This design comes from an exercise in tuning for small area, a short achievable clock period and few clock cycles on the open sky130 flow, not from production work.
Where RTL was checked, it was by simulation tests only, not by an equivalence proof against the original.

== v30 ==
// geofence
module geofence(clk, reset, X, Y, valid, is_inside);
input clk;
input reset;
input [9:0] X;
input [9:0] Y;
output reg valid;
output reg is_inside;
reg [3:0] t;
reg [9:0] px, py;            
reg [19:0] buf0, buf1, buf2;   
reg sx, sy;                  
reg [9:0] mx, my;            
reg lsx, lsy, rsx, rsy;
reg [9:0] lmx, lmy, rmx, rmy;
reg ins;
reg [3:0] hp;                
reg [12:0] ahx, ahy, bhx, bhy;   
reg aglo, aplo, bglo, bplo;
wire s0 = t == 4'd2 || t == 4'd3 || t == 4'd5 || t == 4'd7 || t == 4'd9 || t == 4'd11;
wire s2 = t == 4'd5 || t == 4'd7 || t == 4'd9 || t == 4'd11 || t == 4'd13;
wire [19:0] vin = (t == 4'd2 || t == 4'd7) ? buf0 : (t == 4'd3 || t == 4'd9) ? buf1 : buf2;
wire [10:0] dx = {1'b0, vin[19:10]} - {1'b0, px};
wire [10:0] dy = {1'b0, vin[9:0]} - {1'b0, py};
wire [9:0] ax = (dx[9:0] ^ {10{dx[10]}}) + {9'd0, dx[10]};
wire [9:0] ay = (dy[9:0] ^ {10{dy[10]}}) + {9'd0, dy[10]};
  ...
==> module geofence, before the edit <==
module geofence(clk, reset, X, Y, valid, is_inside);
input clk;
input reset;
input [9:0] X;
input [9:0] Y;
output reg valid;
output reg is_inside;
reg [3:0] t;
reg [9:0] px, py;            
reg [19:0] buf0, buf1, buf2;   
reg sx, sy;                  
reg [9:0] mx, my;            
reg lsx, lsy, rsx, rsy;
reg [9:0] lmx, lmy, rmx, rmy;
reg ins;
reg [3:0] hp;                
reg [12:0] ahx, ahy, bhx, bhy;   
reg aglo, aplo, bglo, bplo;
wire s0 = t == 4'd2 || t == 4'd3 || t == 4'd5 || t == 4'd7 || t == 4'd9 || t == 4'd11;
wire s2 = t == 4'd5 || t == 4'd7 || t == 4'd9 || t == 4'd11 || t == 4'd13;
wire [19:0] vin = (t == 4'd2 || t == 4'd7) ? buf0 : (t == 4'd3 || t == 4'd9) ? buf1 : buf2;
wire [10:0] dx = {1'b0, vin[19:10]} - {1'b0, px};
wire [10:0] dy = {1'b0, vin[9:0]} - {1'b0, py};
wire [9:0] ax = (dx[9:0] ^ {10{dx[10]}}) + {9'd0, dx[10]};
wire [9:0] ay = (dy[9:0] ^ {10{dy[10]}}) + {9'd0, dy[10]};
wire [3:0] side = {Y < py, Y > py, X < px, X > px};
wire early_out = |(hp & side);
wire zx = mx == 10'd0, zy = my == 10'd0;
wire zlx = lmx == 10'd0, zly = lmy == 10'd0;
wire zrx = rmx == 10'd0, zry = rmy == 10'd0;
wire [12:0] ahx_d, ahy_d;
wire aglo_d, aplo_d, a_le, a_dn;
xs1 ua1(.a(lmx), .b(my), .c(lmy), .d(mx), .hx(ahx_d), .hy(ahy_d), .glo(aglo_d), .plo(aplo_d));
xs2 ua2(.hx(ahx), .hy(ahy), .glo(aglo), .plo(aplo), .le(a_le), .lt(a_dn));
wire a_dz = a_le && !a_dn;
wire a_s1 = lsx ^ sy, a_s2 = lsy ^ sx;
wire a_nz = !(zlx || zy) || !(zly || zx);
wire an = (a_s1 == a_s2) ? (a_s1 ? !(a_dn || a_dz) : a_dn) : (a_s1 && a_nz);
wire az = (a_s1 == a_s2) ? a_dz : !a_nz;
wire ap = !an && !az;
wire [12:0] bhx_d, bhy_d;
wire bglo_d, bplo_d, b_le, b_dn;
xs1 ub1(.a(mx), .b(rmy), .c(my), .d(rmx), .hx(bhx_d), .hy(bhy_d), .glo(bglo_d), .plo(bplo_d));
xs2 ub2(.hx(bhx), .hy(bhy), .glo(bglo), .plo(bplo), .le(b_le), .lt(b_dn));
wire b_dz = b_le && !b_dn;
wire b_s1 = sx ^ rsy, b_s2 = sy ^ rsx;
wire b_nz = !(zx || zry) || !(zy || zrx);
wire bn = (b_s1 == b_s2) ? (b_s1 ? !(b_dn || b_dz) : b_dn) : (b_s1 && b_nz);
wire bz = (b_s1 == b_s2) ? b_dz : !b_nz;
wire bp = !bn && !bz;
wire opp = (!zx && (sx ^ lsx)) || (!zy && (sy ^ lsy));
wire hit = (zx && zy) || (an && (bn || bz)) || (az && bn) || (az && bz && opp);
wire early = t == 4'd6 && (ins || early_out);
wire last = s2 && t != 4'd5 && (ins || hit || t == 4'd13);
always @(posedge clk or posedge reset) begin
    if (reset) t <= 4'd0;
    else if (valid) t <= 4'd0;
    else t <= t + 4'd1;
end
always @(posedge clk) begin
    ahx <= ahx_d; ahy <= ahy_d; aglo <= aglo_d; aplo <= aplo_d;
    bhx <= bhx_d; bhy <= bhy_d; bglo <= bglo_d; bplo <= bplo_d;
    if (s0) begin
        sx <= dx[10]; mx <= ax;
        sy <= dy[10]; my <= ay;
    end
end
always @(posedge clk) begin
    if (t == 4'd0) begin
        px <= X;
        py <= Y;
    end
    if (t == 4'd1 || t == 4'd4) buf0 <= {X, Y};
    if (t == 4'd2 || t == 4'd5) buf1 <= {X, Y};
    if (t == 4'd3 || t == 4'd6) buf2 <= {X, Y};
    if (t == 4'd1) hp <= side;
    else if (t <= 4'd5) hp <= hp & side;
    if (t == 4'd3) begin
        lsx <= sx; lmx <= mx; lsy <= sy; lmy <= my;
        rsx <= sx; rmx <= mx; rsy <= sy; rmy <= my;
        ins <= zx && zy;
    end else if (s2) begin
        if (hit) ins <= 1'b1;
        if (an && bp) begin lsx <= sx; lmx <= mx; lsy <= sy; lmy <= my; end
        if (ap && bn) begin rsx <= sx; rmx <= mx; rsy <= sy; rmy <= my; end
    end
end
always @(posedge clk or posedge reset) begin
    if (reset) begin
        valid <= 1'b0;
        is_inside <= 1'b0;
    end else begin
        valid <= !valid && (early || last);
        is_inside <= early ? ins : (ins || hit);
    end
end
endmodule
Settings: LEC_CHECK=0, CAP_MARGIN=20, CORE_MARGIN=2, CORE_UTILIZATION=40, CTS_BUF_LIST=sky130_fd_sc_hd__clkbuf_4 sky130_fd_sc_hd__clkbuf_8, CTS_CLUSTER_DIAMETER=60, CTS_CLUSTER_SIZE=20, PLACE_DENSITY=0.6, SETUP_SLACK_MARGIN=5, SLEW_MARGIN=20; clock period 12.0 ns.
standard.sh (not shown) runs the stock make flow with config.mk's settings and CLKGATE_MAP_FILE= SYNTH_SCRIPT=/design/flow/synth_recipe.tcl, a recipe that flattens the netlist after the stock synthesis.
==> flow/flow/run.sh <==
#!/bin/bash
# The standard layout, with one extra step between synthesis and floorplan:
# invopt.py removes the inverters that Yosys's full-adder extraction leaves between
# adders (see invopt.py). Each tool's output goes to a log of its own.
set -euo pipefail
R=orfs/results/$FLOW_PLATFORM/geofence/base
LIB=$FLOW_HOME/platforms/$FLOW_PLATFORM/lib/sky130_fd_sc_hd__tt_025C_1v80.lib
bash standard.sh synth > synth.log 2>&1
cp $R/1_2_yosys.v 1_2_yosys.synth.v
python3 flow/invopt.py $LIB 1_2_yosys.synth.v 1_2_yosys.invopt.v > invopt.log 2>&1
cp 1_2_yosys.invopt.v $R/1_2_yosys.v
bash standard.sh SETUP_SLACK_MARGIN=7.5 "CTS_ARGS=-sink_clustering_enable -repair_clock_nets -buf_list {sky130_fd_sc_hd__clkbuf_4 sky130_fd_sc_hd__clkbuf_8} -sink_clustering_size 20 -sink_clustering_max_diameter 60 -dont_use_dummy_load" finish > layout.log 2>&1
Other scripts of this flow, unchanged in this note and not shown: flow/flow/invopt.py
v30 ran to completion and came out clean on the timing, design-rule and antenna checks.
Testbench counts of v30, summed over its fixed seeds: cycles 75,647.
### v30 -> v8
-- flow/design.v --
<<< v30, line 15
reg ins;
reg [3:0] hp;                
reg [12:0] ahx, ahy, bhx, bhy;   
reg aglo, aplo, bglo, bplo;
>>> v8, line 15
reg ins;
reg [3:0] hp;                
reg [3:0] qo;                
reg [12:0] ahx, ahy, bhx, bhy;   
reg aglo, aplo, bglo, bplo;
<<< v30, line 26
wire [3:0] side = {Y < py, Y > py, X < px, X > px};
wire early_out = |(hp & side);
wire zx = mx == 10'd0, zy = my == 10'd0;
wire zlx = lmx == 10'd0, zly = lmy == 10'd0;
>>> v8, line 27
wire [3:0] side = {Y < py, Y > py, X < px, X > px};
wire early_out = |(hp & side);
wire [3:0] quad = {side[0] & side[3], side[1] & side[3], side[1] & side[2], side[0] & side[2]};
wire early_in = &(qo | quad);
wire zx = mx == 10'd0, zy = my == 10'd0;
wire zlx = lmx == 10'd0, zly = lmy == 10'd0;
<<< v30, line 51
wire opp = (!zx && (sx ^ lsx)) || (!zy && (sy ^ lsy));
wire hit = (zx && zy) || (an && (bn || bz)) || (az && bn) || (az && bz && opp);
wire early = t == 4'd6 && (ins || early_out);
wire last = s2 && t != 4'd5 && (ins || hit || t == 4'd13);
always @(posedge clk or posedge reset) begin
>>> v8, line 54
wire opp = (!zx && (sx ^ lsx)) || (!zy && (sy ^ lsy));
wire hit = (zx && zy) || (an && (bn || bz)) || (az && bn) || (az && bz && opp);
wire early = t == 4'd6 && (ins || early_in || early_out);
wire last = s2 && t != 4'd5 && (ins || hit || t == 4'd13);
always @(posedge clk or posedge reset) begin
<<< v30, line 74
    if (t == 4'd2 || t == 4'd5) buf1 <= {X, Y};
    if (t == 4'd3 || t == 4'd6) buf2 <= {X, Y};
    if (t == 4'd1) hp <= side;
    else if (t <= 4'd5) hp <= hp & side;
    if (t == 4'd3) begin
        lsx <= sx; lmx <= mx; lsy <= sy; lmy <= my;
>>> v8, line 77
    if (t == 4'd2 || t == 4'd5) buf1 <= {X, Y};
    if (t == 4'd3 || t == 4'd6) buf2 <= {X, Y};
    if (t == 4'd1) begin hp <= side; qo <= quad; end
    else if (t <= 4'd5) begin hp <= hp & side; qo <= qo | quad; end
    if (t == 4'd3) begin
        lsx <= sx; lmx <= mx; lsy <= sy; lmy <= my;
<<< v30, line 92
    end else begin
        valid <= !valid && (early || last);
        is_inside <= early ? ins : (ins || hit);
    end
end
>>> v8, line 95
    end else begin
        valid <= !valid && (early || last);
        is_inside <= early ? (ins || early_in) : (ins || hit);
    end
end
--- outcome ---
v8 | status: complete | timing, DRC, antenna: pass. [compare] base=v30 new=v8: effective utilization at floorplan moved up, sum of buffers and inverters on the critical path increased 1. Between v8 and v30, the length of routed met2 wiring is lower for v30. Summary of the comparison: proportion of cell area spent on the clock network is lower in v8, relative to v30. When v8 is set beside v30, its worst setup margin turns out to be 110 ps smaller. Of v8 and v30, v30 shows the lower met1 usage in global routing, with v8 above it. v8: global-route usage 0.34 points above v30. The first-iteration DRC count number comes out higher for v8 vs v30. NOTE clock tree buffer count of the final layout v30->v8 decreased by a little under 10%. Delta (v8 minus v30): placeable core region increased about 0.64%; final critical path time including I/O delays and setup increased 110 ps; vertical die dimension increased 0.59%; final design instance area without fill increased about 1.3%.
For v8, only the layout was checked, not whether the RTL still works.

[separate check: timing with driven ports]
How much do the figures lean on ideal ports? The routed layouts below were timed once more, with nothing changed but the port constraints. Step 1 (the two cells are an assumption about what drives the block):
set clk [get_ports {clk}]
set_driving_cell -lib_cell sky130_fd_sc_hd__clkbuf_16 $clk
set_driving_cell -lib_cell sky130_fd_sc_hd__buf_2 [delete_from_list [all_inputs] $clk]
Step 2, shift: input delay + t, output delay - t, t = (earliest + latest rising clock arrival at the registers) / 2. This alone moves slack from input paths to output paths. Slacks: ideal ports / drivers / drivers and shift; pairs: ideal ports / drivers.
| run | t (ns) | slack for setup (ns) | hold slack, ns | worst register clock-pin slew, ns | worst slew at a driven data input, ns |
|---|---|---|---|---|---|
| v30 | 0.628 | 7.647 / 7.675 / 7.046 | 0.574 / 0.574 / 0.574 | 0.11 / 0.11 | 0.04 |
| v8 | 0.614 | 7.538 / 7.566 / 6.952 | 0.571 / 0.571 / 0.571 | 0.12 / 0.12 | 0.04 |
After both steps every run listed still meets setup and hold. For v30, which loses most, drivers alone change the setup slack by +0.028 ns; drivers and shift together by -0.601 ns.
